This is an optimization exercise on Yosys and OpenROAD, whose aim is small area, a short achievable clock period and few clock cycles, not a production implementation.
The RTL was checked by simulation tests, not by an equivalence proof against the original design.

Setup of quartz:
Design fir_filter, start of the top module:
module fir_filter #(
    parameter DATA_WIDTH = 16,
    parameter TAPS = 16
)(
    input wire clk,
    input wire reset,
    input wire start_fir,
    input wire [1:0] filter_mode,
    input wire [TAPS*DATA_WIDTH-1:0] input_buffer,
    output reg signed [DATA_WIDTH-1:0] fir_output,
    output reg fir_done
);
clock: 11.0 ns
lec_check: 0
cap_margin: 20
core_margin: 2
core_utilization: 40
gpl_timing_driven: 1
place_density: 0.6
setup_slack_margin: 4.5
slew_margin: 20
synth_hierarchical: 1
synth_minimum_keep_size: 0
standard.sh (not shown) runs the stock make flow with config.mk's settings and CLKGATE_MAP_FILE= SYNTH_SCRIPT=/design/flow/synth_recipe.tcl, a recipe that flattens the netlist after the stock synthesis.
==> flow/flow/run.sh <==
#!/bin/bash
# The standard layout (standard.sh) with smaller port buffers (buf_1).
set -uo pipefail
bash standard.sh "BUFFER_PORTS_ARGS=-buffer_cell sky130_fd_sc_hd__buf_1" finish > standard_make.log 2>&1
Testbench counts of quartz, summed over its fixed seeds: cycles 1,032.
The following lists how zinc was set up differently from quartz:
-- flow/config.mk --
<<< quartz, line 8
export CAP_MARGIN = 20
export CORE_MARGIN = 2
export CORE_UTILIZATION = 40
export GPL_TIMING_DRIVEN = 1
export PLACE_DENSITY = 0.6
export SETUP_SLACK_MARGIN = 4.5
export SLEW_MARGIN = 20
>>> zinc, line 8
export CAP_MARGIN = 20
export CORE_MARGIN = 2
export CORE_UTILIZATION = 45
export GPL_TIMING_DRIVEN = 1
export PLACE_DENSITY = 0.65
export SETUP_SLACK_MARGIN = 4.5
export SLEW_MARGIN = 20
--- outcome ---
Relative to quartz, post-cts sizing count decreased by about 12% in zinc. [zinc vs quartz] worst setup margin: lower in zinc. Diff quartz..zinc | worst hold slack | negligible. As of zinc, first-pass GRT wire length had fallen by a few percent compared to quartz. The run showing the greater number of optimization iterations in the first detailed-route pass is quartz. On share of the clock period used by the worst path after layout, zinc and quartz are neck and neck. Reported for zinc and quartz, synthesized-area fraction occupied by adder cells turned out identical to the last digit. Going from quartz to zinc, final standard cell count with taps included and fillers excluded dropped 83, count of clock-buffer cells in the layout climbed 2.
Here is what was changed in the inputs of indigo compared with zinc.
-- flow/config.mk --
<<< zinc, line 8
export CAP_MARGIN = 20
export CORE_MARGIN = 2
export CORE_UTILIZATION = 45
export GPL_TIMING_DRIVEN = 1
export PLACE_DENSITY = 0.65
export SETUP_SLACK_MARGIN = 4.5
export SLEW_MARGIN = 20
export SYNTH_HIERARCHICAL = 1
>>> indigo, line 8
export CAP_MARGIN = 20
export CORE_MARGIN = 2
export CORE_UTILIZATION = 40
export GPL_TIMING_DRIVEN = 1
export PLACE_DENSITY = 0.6
export SETUP_SLACK_MARGIN = 4.65
export SLEW_MARGIN = 20
export SYNTH_HIERARCHICAL = 1
==> comparison <==
- indigo against zinc: area taken by multi-input logic gates increased by about 6% relative to the old numbers, cell area after layout increased by about 7% relative to the old numbers.
- Looking at indigo and zinc, the clock-pin slew on the worst setup and hold paths is a wash.
- From zinc to indigo the numbers moved as follows: global-route usage moved down; mean number of vias per cell now smaller; multi-input combinational area share went down.
- Looking at area growth from synthesis to final layout, indigo sits 8.0 points above zinc.
- Met1 layer usage reported by global route: indigo lower than zinc
- indigo packs its core more loosely than zinc.
Modified inputs, onyx compared to indigo
-- flow/config.mk --
<<< indigo, line 11
export GPL_TIMING_DRIVEN = 1
export PLACE_DENSITY = 0.6
export SETUP_SLACK_MARGIN = 4.65
export SLEW_MARGIN = 20
export SYNTH_HIERARCHICAL = 1
>>> onyx, line 11
export GPL_TIMING_DRIVEN = 1
export PLACE_DENSITY = 0.6
export SETUP_SLACK_MARGIN = 3.9
export SLEW_MARGIN = 20
export SYNTH_HIERARCHICAL = 1
==> comparison <==
Delta (onyx minus indigo): post-route worst setup slack went down; number of inserted filler cells in the final layout went up; final area went down; final period utilization went up.

* * *

Another version of the RTL of fir_filter (not shown whole).
Size: about 1,900 cells after synthesis, about 280 I/O pins.
export LEC_CHECK = 0
export CAP_MARGIN = 20
export CORE_MARGIN = 2
export CORE_UTILIZATION = 40
export GPL_TIMING_DRIVEN = 1
export PLACE_DENSITY = 0.6
export SETUP_SLACK_MARGIN = 4.5
export SLEW_MARGIN = 20
export SYNTH_HIERARCHICAL = 1
export SYNTH_MINIMUM_KEEP_SIZE = 0
create_clock -name core_clock -period 11.0 [get_ports {clk}]
==> flow/flow/run.sh <==
#!/bin/bash
# The standard layout (standard.sh) with smaller port buffers (buf_1), and the
# AOI21 cells of the synthesized netlist started at their smallest size
# (flow/downsize.tcl, run before floorplanning).
set -uo pipefail
bash standard.sh "BUFFER_PORTS_ARGS=-buffer_cell sky130_fd_sc_hd__buf_1" "PRE_FLOORPLAN_TCL=$(pwd)/flow/downsize.tcl" finish > standard_make.log 2>&1
==> flow/flow/downsize.tcl <==
# Run before floorplanning: synthesis maps the AOI21 cells of the prefix adders to
# the double-strength a21oi_2; start them at a21oi_1 and let timing repair upsize
# the ones on critical paths.
set db [ord::get_db]
set block [ord::get_db_block]
set small [$db findMaster sky130_fd_sc_hd__a21oi_1]
set n 0
foreach inst [$block getInsts] {
  if {[[$inst getMaster] getName] eq "sky130_fd_sc_hd__a21oi_2"} {
    $inst swapMaster $small
    incr n
  }
}
puts "downsize.tcl: a21oi_2 -> a21oi_1 on $n instances"
The starting point finished clean.
Testbench counts at the start, summed over its fixed seeds: cycles 1,032.
==> next run, changes <==
- SETUP_SLACK_MARGIN: 4.5 -> 4.3
Worst setup slack gets worse by 0.12 ns. First-iteration DRC count falls by 0.42%. Sequential share of layout area increases by 0.37 points. Worst hold slack degrades by 0.0068 ns. Final area drops by 5.7%. Die area does not change. Global-route usage climbs by 0.50 points. Routed wire length rises by 0.84%.
==> next run, changes <==
- CORE_UTILIZATION: 40 -> 45
- PLACE_DENSITY: 0.6 -> 0.65
- clock-buffer cell count went up by 1
- wire length falls by 4.8%
- synthesized cell count stays the same
- non-clock buffer count went down by 3
- final area drops by 0.77%
- core utilization rises by 5.9 points
==> next run, changes <==
- CORE_UTILIZATION: 45 -> 40
- PLACE_DENSITY: 0.65 -> 0.6
- SETUP_SLACK_MARGIN: 4.3 -> 4.15
The new run completed without violations.
Routed wire length rises by 4.7%.
Clock-buffer cell count falls by 1.

* * *

Another version of the RTL of fir_filter (not shown whole).
Size in the first run: about 1,800 cells after synthesis, about 63 flip-flops, ~280 I/O pins, ~0.018 sq mm of cells after synthesis.
Settings: LEC_CHECK=0, CAP_MARGIN=20, CORE_MARGIN=2, CORE_UTILIZATION=40, GPL_TIMING_DRIVEN=0, PLACE_DENSITY=0.75, SETUP_SLACK_MARGIN=4.0, SLEW_MARGIN=20, SYNTH_HIERARCHICAL=1, SYNTH_MINIMUM_KEEP_SIZE=0; clock period 11.0 ns.
==> flow/flow/run.sh <==
#!/bin/bash
# The standard layout (standard.sh) with smaller port buffers (buf_1).
set -uo pipefail
bash standard.sh "BUFFER_PORTS_ARGS=-buffer_cell sky130_fd_sc_hd__buf_1" finish > standard_make.log 2>&1
Testbench counts at the start, summed over its fixed seeds: cycles 1,032.
Then changed:
GPL_TIMING_DRIVEN = 1   (was 0)
PLACE_DENSITY = 0.6   (was 0.75)
Outcome:
- The new run completed without violations
- count of clock-buffer cells in the layout is unchanged
- critical path depth went down by 2
- setup slack improves by 0.096 ns
- final cell count went down by a few percent
- die area is unchanged
Then changed:
GPL_TIMING_DRIVEN = 0   (was 1)
SETUP_SLACK_MARGIN = 4.6   (was 4.0)
Synthesized area does not change.
Critical path depth went up by 1.
Core utilization went up by 4.5 points.
Then changed:
==> flow/flow/run.sh (replaced) <==
#!/bin/bash
# The standard layout (standard.sh), with smaller port buffers and power
# recovery (downsizing of gates off the critical paths) after global routing.
set -uo pipefail
bash standard.sh "BUFFER_PORTS_ARGS=-buffer_cell sky130_fd_sc_hd__buf_1" RECOVER_POWER=100 finish > standard_make.log 2>&1
CAP_MARGIN = 0   (was 20)
SETUP_SLACK_MARGIN = not set   (was 4.6)
SLEW_MARGIN = 0   (was 20)
After rerunning: With this change the flow completed and failed the layout checks on capacitance limit, slew limit. Synthesized cell count is unchanged. Worst hold slack stays flat. Synthesized area does not change. Maximum frequency shrinks by 20%. Design area falls by 11%. Setup slack is worse by 1.7 ns. Via count shrinks by 1.3%. Final cell count decreases by 1.3%. Global-route usage decreases by 0.36 points.
Then changed:
==> flow/flow/run.sh (replaced) <==
#!/bin/bash
# The standard layout (standard.sh) with smaller port buffers (buf_1).
set -uo pipefail
bash standard.sh "BUFFER_PORTS_ARGS=-buffer_cell sky130_fd_sc_hd__buf_1" finish > standard_make.log 2>&1
CAP_MARGIN = 20   (was 0)
SETUP_SLACK_MARGIN = 3.5   (was not set)
SLEW_MARGIN = 20   (was 0)
After rerunning: Now the flow completed without violations; routed wire length stays flat; hold slack stays flat; cell area rose by 1.3%; count of clock-buffer cells in the layout stays the same; setup slack improved by 1.2 ns; synthesized cell count is unchanged; core utilization grows by 0.59 points.

* * *

fir_filter again, from the RTL that the note above started with.
Settings: LEC_CHECK=0, CAP_MARGIN=20, CORE_MARGIN=2, CORE_UTILIZATION=40, GPL_TIMING_DRIVEN=0, PLACE_DENSITY=0.6, SETUP_SLACK_MARGIN=4.0, SLEW_MARGIN=20, SYNTH_HIERARCHICAL=1, SYNTH_MINIMUM_KEEP_SIZE=0; clock period 11.0 ns.
==> flow/flow/run.sh <==
#!/bin/bash
# The standard layout (standard.sh) with smaller port buffers (buf_1).
set -uo pipefail
bash standard.sh "BUFFER_PORTS_ARGS=-buffer_cell sky130_fd_sc_hd__buf_1" finish > standard_make.log 2>&1
The starting point ran to the end with no violations.
Testbench counts at the start, summed over its fixed seeds: cycles 1,032.
Then changed:
==> flow/flow/run.sh (replaced) <==
#!/bin/bash
# The standard layout (standard.sh), with smaller port buffers and power
# recovery (downsizing of gates off the critical paths) after global routing.
set -uo pipefail
bash standard.sh "BUFFER_PORTS_ARGS=-buffer_cell sky130_fd_sc_hd__buf_1" RECOVER_POWER=100 finish > standard_make.log 2>&1
Non-clock buffer count does not change. Flip-flop and latch count is unchanged. Design area is lower by about 0.9%. Wire length barely changes. Final cell count is about the same. Global-route usage does not change. First-iteration DRC count came out higher by 1.4%. Die area stays the same. Worst setup slack got worse by 1.6 ns. Critical path depth stays the same.
Then changed:
==> flow/flow/run.sh (replaced) <==
#!/bin/bash
# The standard layout (standard.sh) with smaller port buffers (buf_1).
set -uo pipefail
bash standard.sh "BUFFER_PORTS_ARGS=-buffer_cell sky130_fd_sc_hd__buf_1" finish > standard_make.log 2>&1
- CORE_UTILIZATION: 40 -> 50
- PLACE_DENSITY: 0.6 -> 0.65
Effect: The changed run produced a clean layout. Routed wire length is higher by 0.69%. Utilization is higher by 12 points. Maximum frequency increases by 21%.

[what the ideal ports hide]
Ports are ideal in the flow. The routed layouts listed here were re-timed in OpenROAD. Step 1 assumes that a clkbuf_16 drives the clock port and a buf_2 every other input. Step 2 times the ports against the registers' clock, not the clock port: input delays grow and output delays shrink by t, the midpoint of the rising clock arrivals with the driver on. Slacks: ideal ports / drivers / drivers and shift; pairs: ideal ports / drivers.
| run | shift t [ns] | slack for setup (ns) | slew at the worst register clock pin (ns) |
|---|---|---|---|
| quartz | 0.386 | 4.597 / 4.615 / 4.242 | 0.06 / 0.06 |
| zinc | 0.376 | 4.587 / 4.606 / 4.237 | 0.06 / 0.06 |
| indigo | 0.374 | 4.643 / 4.670 / 4.296 | 0.06 / 0.06 |
| onyx | 0.380 | 4.080 / 4.107 / 3.727 | 0.05 / 0.05 |
| the first run of note 2 | 0.375 | 4.557 / 4.579 / 4.204 | 0.05 / 0.05 |
| the second run of note 2 | 0.378 | 4.439 / 4.465 / 4.087 | 0.06 / 0.06 |
| the third run of note 2 | 0.379 | 4.355 / 4.377 / 3.998 | 0.06 / 0.06 |
| the fourth run of note 2 | 0.380 | 4.322 / 4.315 / 3.945 | 0.06 / 0.06 |
| the first run of note 3 | 0.375 | 3.989 / 3.992 / 3.617 | 0.06 / 0.06 |
| the second run of note 3 | 0.398 | 4.084 / 4.062 / 3.712 | 0.07 / 0.07 |
| the third run of note 3 | 0.373 | 4.135 / 4.120 / 3.747 | 0.06 / 0.06 |
| the fourth run of note 3 | 0.374 | 2.412 / 2.435 / 2.060 | 0.06 / 0.06 |
| the fifth run of note 3 | 0.376 | 3.568 / 3.588 / 3.212 | 0.06 / 0.06 |
| the first run of note 4 | 0.380 | 4.059 / 4.063 / 3.683 | 0.06 / 0.06 |
| the second run of note 4 | 0.379 | 2.442 / 2.465 / 2.086 | 0.06 / 0.06 |
| the third run of note 4 | 0.373 | 3.908 / 3.904 / 3.531 | 0.06 / 0.06 |
The setup slack of the third run of note 3, which loses most, moves by -0.015 ns with the drivers and by -0.388 ns with both steps.
